From an optimization exercise on the open Yosys and OpenROAD flow, aimed at small area and a short achievable clock period; shortcuts taken in it are not production practice.
Function was checked by simulation only, so behaviour that the tests miss may differ from the original.

run 1:
==> flow/design.v (excerpt) <==
module mas_mul_radix_top (
  input               clk,
  input               rstn,
  input        [31:0] in1,
  input        [31:0] in2,
  output logic [63:0] res
);
clock: 13.5 ns
lec_check: 0
cap_margin: 50
core_margin: 2
core_utilization: 60
setup_slack_margin: 5
slew_margin: 75
synth_hierarchical: 1
synth_minimum_keep_size: 0
standard.sh (not shown) runs the stock make flow with config.mk's settings and CLKGATE_MAP_FILE= SYNTH_SCRIPT=/design/flow/synth_recipe.tcl, a recipe that flattens the netlist after the stock synthesis.
==> flow/flow/run.sh <==
#!/bin/bash
# Own layout flow: the standard synthesis and layout, with the port
# buffers made from plain buffers (buffer_ports -buffer_cell) instead of the
# cell buffer_ports picks by itself.  Each tool's output goes to a log here.
set -euo pipefail
bash standard.sh synth > synth.log 2>&1
bash standard.sh "BUFFER_PORTS_ARGS=-buffer_cell sky130_fd_sc_hd__buf_2" finish > layout.log 2>&1
Run 1 reached the final stage; the timing, design-rule and antenna checks on its layout passed.
#### Input delta (run 2 over run 1)
Settings: CAP_MARGIN changed from 50 to 30; SLEW_MARGIN changed from 75 to 50; SETUP_SLACK_MARGIN removed (was 5).
==> flow/flow/run.sh <==
#!/bin/bash
# Own layout flow: the standard synthesis, then the standard layout
# with port buffers made from plain buffers (buffer_ports -buffer_cell), a
# setup margin for ORFS's timing repair, and no gate cloning in that repair.
# Each tool's output goes to a log file here.
set -euo pipefail
bash standard.sh synth > synth.log 2>&1
bash standard.sh "BUFFER_PORTS_ARGS=-buffer_cell sky130_fd_sc_hd__buf_2" SETUP_SLACK_MARGIN=5.3 SKIP_GATE_CLONING=1 finish > layout.log 2>&1
### Flow results
~same number of hold violations in the final report in run 2 and run 1
Run 2 vs run 1: non-clock buffer count up by more than 10%
Compared with run 1, run 2 shows a higher worst hold slack.
Number of detailed-route iterations in the first pass, run 2 and run 1: lower on run 1
Run 2: minimum setup slack in the final design is 260 ps higher than what run 1 reported.
Compare run 2 and run 1 | maximum number of pins on one net before global-route repair lower: run 1
Count of clock-buffer cells in the layout up 1 in run 2 wrt run 1
Setup changes, run 2 to run 3
==> flow/flow/run.sh <==
#!/bin/bash
# Own layout flow: the standard flow's synthesis script with ABC told to expect a light
# output load (ABC_LOAD_IN_FF=1, so it does not upsize the small gates), then
# the standard layout with port buffers made from plain buffers
# (buffer_ports -buffer_cell) and a setup margin for ORFS's timing repair.
# Each tool's output goes to a log file here.
set -euo pipefail
bash standard.sh ABC_LOAD_IN_FF=1 synth > synth.log 2>&1
bash standard.sh "BUFFER_PORTS_ARGS=-buffer_cell sky130_fd_sc_hd__buf_2" SETUP_SLACK_MARGIN=5 finish > layout.log 2>&1
Results
Run 3 vs. run 2: buffers inserted during post-CTS setup optimization lower, total met2 wirelength after detailed routing went up about 3%, largest fanout on the critical path moved up, wire length rose 0.52%. Cell count: run 3 lower than run 2. Comparing number of antenna violations at the first check in global routing for run 3 and run 2, the smaller number came from run 2. Between run 3 and run 2, it is run 3 whose slew at the pin with the worst max-slew slack is higher, by 17 ps. Compared with run 2, run 3 shows a post-route fraction of the period consumed by the critical path that is 1.9 points higher. Higher via count of the first global-routing pass among run 3 and run 2: run 3. Run 3 and run 2 ended up with roughly the same count of multi-input combinational gates. Higher routed wire length per instance was reported by run 3, not run 2.
What run 4 does differently from run 3 at the input level:
Settings: SETUP_SLACK_MARGIN now 5, previously not set; PLACE_DENSITY now 0.8, previously not set.
==> flow/flow/run.sh <==
#!/bin/bash
# Own layout flow: the standard synthesis and layout, with the port
# buffers made from plain buffers (buffer_ports -buffer_cell) instead of the
# cell buffer_ports picks by itself.  Each tool's output goes to a log here.
set -euo pipefail
bash standard.sh synth > synth.log 2>&1
bash standard.sh "BUFFER_PORTS_ARGS=-buffer_cell sky130_fd_sc_hd__buf_2" finish > layout.log 2>&1
Having completed the whole flow, run 4 delivered a layout that passed the timing, design-rule and antenna checks.
Delay of the slowest critical-path stage: run 4 > run 3
Going from run 3 to run 4, routed via count moved down, core utilization moved down, die area moved up.
Run 4 against run 3: average cell area after synthesis picked up an extra about 2.7%, post-synthesis to final-layout area growth went down by 1.5 points.
Count of placed standard cells including taps for run 4 is higher than for run 3.
Diff run 3 -> run 4: highest achievable clock rate lower; synthesized-area fraction occupied by and/or/nand/nor cells has remained practically unchanged; number of optimization iterations in the first detailed-route pass shows a reduction of 3.
Post-synthesis share of cell area spent on full adders, half adders and majority gates on run 4 is down relative to run 3.
Input-level comparison between run 5 and run 4:
Settings: SETUP_SLACK_MARGIN no longer set, was 5; PLACE_DENSITY no longer set, was 0.8.
==> flow/flow/run.sh <==
#!/bin/bash
# Own layout flow: the standard synthesis, then the standard layout
# with port buffers made from plain buffers (buffer_ports -buffer_cell), a
# setup margin for ORFS's timing repair, and timing repair limited to
# resizing and pin swaps.  Each tool's output goes to a log file here.
set -euo pipefail
bash standard.sh synth > synth.log 2>&1
bash standard.sh "BUFFER_PORTS_ARGS=-buffer_cell sky130_fd_sc_hd__buf_2" SETUP_SLACK_MARGIN=5.3 "SETUP_MOVE_SEQUENCE=unbuffer,sizeup,swap" finish > layout.log 2>&1
==> results.txt <==
When the final numbers for run 5 and run 4 were put side by side, the fraction of the core area covered by cells at the end of the flow turned out to be greater in run 5.
[run 5] clock period minus worst slack fell 220 ps relative to run 4
The arrival time reported for the critical path endpoint in run 5 sits 250 ps below the value recorded for run 4.
Compared with run 4, run 5 shows a design area that is 700 um2 higher.
Post-route non-filler standard cell count across run 5 and run 4: no real change.
Run 5 completed every stage of the flow, and the final layout passed the timing, design-rule and antenna checks.
Last weighted congestion value of the routability-driven placer (run 5 vs. run 4) increases slightly
diff inputs: run 5 => run 6
==> flow/flow/run.sh <==
#!/bin/bash
# Own layout flow: the standard synthesis, then the standard layout
# with port buffers made from plain buffers (buffer_ports -buffer_cell) and a
# setup margin for ORFS's timing repair.
# Each tool's output goes to a log file here.
set -euo pipefail
bash standard.sh synth > synth.log 2>&1
bash standard.sh "BUFFER_PORTS_ARGS=-buffer_cell sky130_fd_sc_hd__buf_2" SETUP_SLACK_MARGIN=5.15 finish > layout.log 2>&1
Results
Against run 5 as the reference, run 6 delivers a lower global-route wire length before repair.
Summary of run 6 over run 5: worst hold slack up 15 ps, endpoint required time on the critical path flat, number of standard-cell rows in the floorplan flat.

---

== v7 ==
Starting RTL as in the previous note.
// mas_mul_radix_top
module mas_mul_radix_top (
  input               clk,
  input               rstn,
  input        [31:0] in1,
  input        [31:0] in2,
  output logic [63:0] res
);
wire ng2;
wire ng4;
wire ng6;
wire ng8;
wire ng10;
wire ng12;
wire ng14;
wire ng16;
wire ng18;
wire ng20;
wire ng22;
wire ng24;
wire ng26;
wire ng28;
wire ng30;
wire ng32;
wire s33;
wire c34;
wire s35;
wire c36;
wire s37;
wire c38;
wire s39;
wire c40;
wire s41;
wire c42;
wire s43;
wire c44;
wire s45;
wire c46;
wire s47;
wire c48;
wire s49;
wire c50;
wire s51;
wire c52;
wire s53;
wire c54;
wire s55;
wire c56;
wire s57;
wire c58;
wire s59;
wire c60;
wire s61;
wire c62;
wire s63;
wire c64;
wire s65;
wire c66;
wire s67;
wire c68;
wire s69;
wire c70;
wire s71;
wire c72;
wire s73;
wire c74;
wire s75;
wire c76;
wire s77;
wire c78;
wire s79;
wire c80;
wire s81;
wire c82;
wire s83;
wire c84;
wire s85;
wire c86;
wire s87;
wire c88;
wire s89;
wire c90;
wire s91;
wire c92;
wire s93;
wire c94;
wire s95;
wire c96;
wire s97;
wire c98;
wire s99;
wire c100;
wire s101;
wire c102;
wire s103;
wire c104;
wire s105;
wire c106;
wire s107;
wire c108;
wire s109;
wire c110;
wire s111;
wire c112;
wire s113;
wire c114;
wire s115;
wire c116;
wire s117;
wire c118;
wire s119;
wire c120;
wire s121;
wire c122;
wire s123;
wire c124;
wire s125;
wire c126;
wire s127;
wire c128;
wire s129;
wire c130;
wire s131;
wire c132;
wire s133;
wire c134;
wire s135;
wire c136;
wire s137;
wire c138;
wire s139;
wire c140;
wire s141;
wire c142;
wire s143;
wire c144;
wire s145;
wire c146;
wire s147;
wire c148;
wire s149;
wire c150;
wire s151;
wire c152;
wire s153;
wire c154;
wire s155;
wire c156;
wire s157;
wire c158;
wire s159;
wire c160;
wire s161;
wire c162;
wire s163;
wire c164;
wire s165;
wire c166;
wire s167;
wire c168;
wire s169;
wire c170;
wire s171;
wire c172;
  ...
Settings: LEC_CHECK=0, CAP_MARGIN=20, CORE_MARGIN=2, CORE_UTILIZATION=60, SETUP_SLACK_MARGIN=5, SLEW_MARGIN=20, SYNTH_HIERARCHICAL=1, SYNTH_MINIMUM_KEEP_SIZE=0; clock period 13.5 ns.
==> flow/flow/run.sh <==
#!/bin/bash
# Own layout flow: the standard synthesis and layout, with the port
# buffers made from plain buffers (buffer_ports -buffer_cell) instead of the
# cell buffer_ports picks by itself.  Each tool's output goes to a log here.
set -euo pipefail
bash standard.sh synth > synth.log 2>&1
bash standard.sh "BUFFER_PORTS_ARGS=-buffer_cell sky130_fd_sc_hd__buf_2" finish > layout.log 2>&1
Setup changes, v7 to v25
# v7
export LEC_CHECK = 0
export CAP_MARGIN = 20
export CORE_MARGIN = 2
export CORE_UTILIZATION = 60
export SETUP_SLACK_MARGIN = 5
export SLEW_MARGIN = 20
export SYNTH_HIERARCHICAL = 1
export SYNTH_MINIMUM_KEEP_SIZE = 0
create_clock -name core_clock -period 13.5 [get_ports {clk}]
# v25
export LEC_CHECK = 0
export CAP_MARGIN = 50
export CORE_MARGIN = 2
export CORE_UTILIZATION = 60
export SLEW_MARGIN = 75
export SYNTH_HIERARCHICAL = 1
export SYNTH_MINIMUM_KEEP_SIZE = 0
create_clock -name core_clock -period 13.5 [get_ports {clk}]
==> flow/flow/run.sh <==
#!/bin/bash
# Own layout flow: the standard synthesis, then the standard layout
# with port buffers made from plain buffers (buffer_ports -buffer_cell) and
# a larger setup margin for ORFS's timing repair.  Each tool's output goes
# to a log file here.
set -euo pipefail
bash standard.sh synth > synth.log 2>&1
bash standard.sh "BUFFER_PORTS_ARGS=-buffer_cell sky130_fd_sc_hd__buf_2" SETUP_SLACK_MARGIN=5.5  finish > layout.log 2>&1
Cmp v25 vs v7: via density per instance higher in v25. Core util | v25 vs v7 | v25 higher. Detailed-route wire length on metal 1, v7 and v25: larger value in v25. Going from v7 to v25, finished layout cell area rose by 0.0037 mm², area growth from synthesis to layout has increased.
The inputs of v32 differ from those of v25 as listed below.
# v25
export LEC_CHECK = 0
export CAP_MARGIN = 50
export CORE_MARGIN = 2
export CORE_UTILIZATION = 60
export SLEW_MARGIN = 75
export SYNTH_HIERARCHICAL = 1
export SYNTH_MINIMUM_KEEP_SIZE = 0
create_clock -name core_clock -period 13.5 [get_ports {clk}]
# v32
export LEC_CHECK = 0
export CAP_MARGIN = 30
export CORE_MARGIN = 2
export CORE_UTILIZATION = 55
export SETUP_SLACK_MARGIN = 5
export SLEW_MARGIN = 50
export SYNTH_HIERARCHICAL = 1
export SYNTH_MINIMUM_KEEP_SIZE = 0
create_clock -name core_clock -period 13.5 [get_ports {clk}]
==> flow/flow/run.sh <==
#!/bin/bash
# Own layout flow: the standard synthesis and layout, with the port
# buffers made from plain buffers (buffer_ports -buffer_cell) instead of the
# cell buffer_ports picks by itself.  Each tool's output goes to a log here.
set -euo pipefail
bash standard.sh synth > synth.log 2>&1
bash standard.sh "BUFFER_PORTS_ARGS=-buffer_cell sky130_fd_sc_hd__buf_2" finish > layout.log 2>&1
## What came out
Summary — number of placed instances with taps included, v32 relative to v25: higher, by 1.3%. Post-route standard cell area excluding fillers: v32 vs v25 down about 11%. Taking v25 as the reference, in v32 detailed route wirelength on metal2 fell by about 7%; synthesis-to-layout area growth has decreased. Delta (v32 minus v25): number of non-filler instances in the completed layout shrank by 81, number of nets in the finished design shrank by 143, number of unique standard cell types used by synthesis held steady.
Input changes introduced in v49 (baseline for comparison: v32):
# v32
export LEC_CHECK = 0
export CAP_MARGIN = 30
export CORE_MARGIN = 2
export CORE_UTILIZATION = 55
export SETUP_SLACK_MARGIN = 5
export SLEW_MARGIN = 50
export SYNTH_HIERARCHICAL = 1
export SYNTH_MINIMUM_KEEP_SIZE = 0
create_clock -name core_clock -period 13.5 [get_ports {clk}]
# v49
export LEC_CHECK = 0
export CAP_MARGIN = 50
export CORE_MARGIN = 2
export CORE_UTILIZATION = 60
export SLEW_MARGIN = 75
export SYNTH_HIERARCHICAL = 1
export SYNTH_MINIMUM_KEEP_SIZE = 0
create_clock -name core_clock -period 13.5 [get_ports {clk}]
==> results.txt <==
- Compared with v32, in v49 cell count shrank by 55, fraction of registers with async set/reset held steady.
- Layout filler cell count was lower in v49 than in v32.
- The origin of the worst setup path comes out in2[7] in one run and in2[23] in the other, namely in v32 and v49 respectively.
- Comparing v49 and v32, the lower global-route usage is on v32.
- Summary: setup slack, v49 worse than v32
- From v32 to v49, count of pins over their slew limit did not move at all.
- Looking at met3 track demand over resource across v49 and v32, the one that comes out higher is v49.
- Of the two candidates, v32 has the worse sum of routed wire length over all layers and v49 the better one.
- Against v32, v49 comes in 0.45 ns higher on time the worst path needs with I/O delays and setup.
Input-level comparison between v58 and v49:
# v49
export LEC_CHECK = 0
export CAP_MARGIN = 50
export CORE_MARGIN = 2
export CORE_UTILIZATION = 60
export SLEW_MARGIN = 75
export SYNTH_HIERARCHICAL = 1
export SYNTH_MINIMUM_KEEP_SIZE = 0
create_clock -name core_clock -period 13.5 [get_ports {clk}]
# v58
export LEC_CHECK = 0
export CAP_MARGIN = 30
export CORE_MARGIN = 2
export CORE_UTILIZATION = 60
export SETUP_SLACK_MARGIN = 5
export SLEW_MARGIN = 50
export SYNTH_HIERARCHICAL = 1
export SYNTH_MINIMUM_KEEP_SIZE = 0
create_clock -name core_clock -period 13.5 [get_ports {clk}]
### Flow results
Comparing v49 against v58, there is no change at all in number of remaining DRC errors.
Changes observed in v58 relative to v49: count of clock-buffer cells in the layout +1, wire length of the first global-routing pass -0.65%.
Row delay of the slowest cell on the worst path: v58 higher / v49 lower

---

mas_mul_radix_top again, from the RTL that the note above started with.
export LEC_CHECK = 0
export CAP_MARGIN = 20
export CORE_MARGIN = 2
export CORE_UTILIZATION = 60
export SETUP_SLACK_MARGIN = 3
export SLEW_MARGIN = 20
export SYNTH_HIERARCHICAL = 1
export SYNTH_MINIMUM_KEEP_SIZE = 0
create_clock -name core_clock -period 13.5 [get_ports {clk}]
==> flow/flow/run.sh <==
#!/bin/bash
# Own layout flow: the standard synthesis and layout, with the port
# buffers made from plain buffers (buffer_ports -buffer_cell) instead of the
# cell buffer_ports picks by itself.  Each tool's output goes to a log here.
set -euo pipefail
bash standard.sh synth > synth.log 2>&1
bash standard.sh "BUFFER_PORTS_ARGS=-buffer_cell sky130_fd_sc_hd__buf_2" finish > layout.log 2>&1
The first run finished with timing, DRC and antenna clean.
Change:
==> flow/flow/run.sh (replaced) <==
#!/bin/bash
# Own layout flow: the standard flow's synthesis script with ABC told to expect a light
# output load (ABC_LOAD_IN_FF=1, so it does not upsize the small gates), then
# the standard layout with port buffers made from plain buffers
# (buffer_ports -buffer_cell) and a setup margin for ORFS's timing repair.
# Each tool's output goes to a log file here.
set -euo pipefail
bash standard.sh ABC_LOAD_IN_FF=1 synth > synth.log 2>&1
bash standard.sh "BUFFER_PORTS_ARGS=-buffer_cell sky130_fd_sc_hd__buf_2" SETUP_SLACK_MARGIN=5.15 finish > layout.log 2>&1
--- a/flow/config.mk
+++ b/flow/config.mk
@@ -8 +8 @@
-export CAP_MARGIN = 20
+export CAP_MARGIN = 30
@@ -11,2 +11 @@
-export SETUP_SLACK_MARGIN = 3
-export SLEW_MARGIN = 20
+export SLEW_MARGIN = 50
Result: The new run completed with no timing, DRC or antenna violations. Design area goes up by 2.5%. Core utilization came out higher by 3.4 points. Worst setup slack gets better by 1300 ps. Die area decreases by 2.5%. Worst hold slack got worse by 180 ps.
Change:
==> flow/flow/run.sh (replaced) <==
#!/bin/bash
# Own layout flow: the standard synthesis and layout, with the port
# buffers made from plain buffers (buffer_ports -buffer_cell) instead of the
# cell buffer_ports picks by itself.  Each tool's output goes to a log here.
set -euo pipefail
bash standard.sh synth > synth.log 2>&1
bash standard.sh "BUFFER_PORTS_ARGS=-buffer_cell sky130_fd_sc_hd__buf_2" finish > layout.log 2>&1
--- a/flow/config.mk
+++ b/flow/config.mk
@@ -10,0 +11 @@
+export SETUP_SLACK_MARGIN = 4.5
Effect:
- The changed run finished clean
- routed wire length falls by 4.7%
- cell area falls by 1.5%
- global-route usage falls by 2.6 points
Change:
--- a/flow/config.mk
+++ b/flow/config.mk
@@ -8 +8 @@
-export CAP_MARGIN = 30
+export CAP_MARGIN = 20
@@ -11,2 +11 @@
-export SETUP_SLACK_MARGIN = 4.5
-export SLEW_MARGIN = 50
+export SLEW_MARGIN = 20
Outcome: The changed run finished clean. Final area drops by about 1%. Final cell count barely changes. Synthesized area is unchanged. Sequential cell count stays the same. Non-clock buffer count drops by 4. Die area does not change. First-iteration DRC count drops by about 4.5%. Worst setup slack degrades by 700 ps.
Change:
--- a/flow/config.mk
+++ b/flow/config.mk
@@ -11 +11,2 @@
-export SLEW_MARGIN = 20
+export SETUP_SLACK_MARGIN = 5
+export SLEW_MARGIN = 35
After rerunning:
- worst hold slack is worse by 220 ps
- core utilization rises by 1.6 points
- cell area came out higher by a few percent
- non-clock buffer count rises by 15
- global-route usage decreases by 0.27 points
- worst setup slack is better by 1100 ps
- die area is unchanged

==> separate check: timing with driven ports <==
Ports are ideal in the flow. The routed layouts listed here were re-timed in OpenROAD.
Step 1, drivers: a clkbuf_16 drives clk and a buf_2 each remaining input, both assumed.
Step 2 also shifts input and output timing later by t, the mid clock arrival at the registers, as if the neighbouring blocks saw the same clock.
Slacks: no drivers / after step 1 / after step 2; pairs: no drivers / after step 1.
run	shift t [ns]	slack for setup (ns)	worst data-port slew with drivers (ns)
run 1	0.394	5.066 / 5.090 / 4.696	0.05
run 2	0.397	5.324 / 5.336 / 4.939	0.06
run 3	0.420	5.065 / 5.107 / 4.687	0.10
run 4	0.445	4.985 / 5.025 / 4.580	0.05
run 5	0.396	5.201 / 5.215 / 4.819	0.09
run 6	0.406	5.229 / 5.258 / 4.852	0.06
v7	0.395	5.009 / 5.034 / 4.640	0.05
v25	0.396	5.418 / 5.427 / 5.031	0.09
v32	0.399	5.016 / 5.045 / 4.646	0.06
v49	0.400	4.567 / 4.595 / 4.194	0.10
v58	0.394	5.069 / 5.095 / 4.702	0.05
the first run of note 3	0.402	3.864 / 3.881 / 3.479	0.10
the second run of note 3	0.408	5.144 / 5.188 / 4.780	0.09
the third run of note 3	0.403	4.563 / 4.590 / 4.187	0.08
the fourth run of note 3	0.402	3.864 / 3.881 / 3.479	0.10
the fifth run of note 3	0.395	4.994 / 5.019 / 4.624	0.05
After both steps every run listed still meets setup and hold. The setup slack of run 4, which loses most, moves by +0.040 ns with the drivers and by -0.405 ns with both steps.
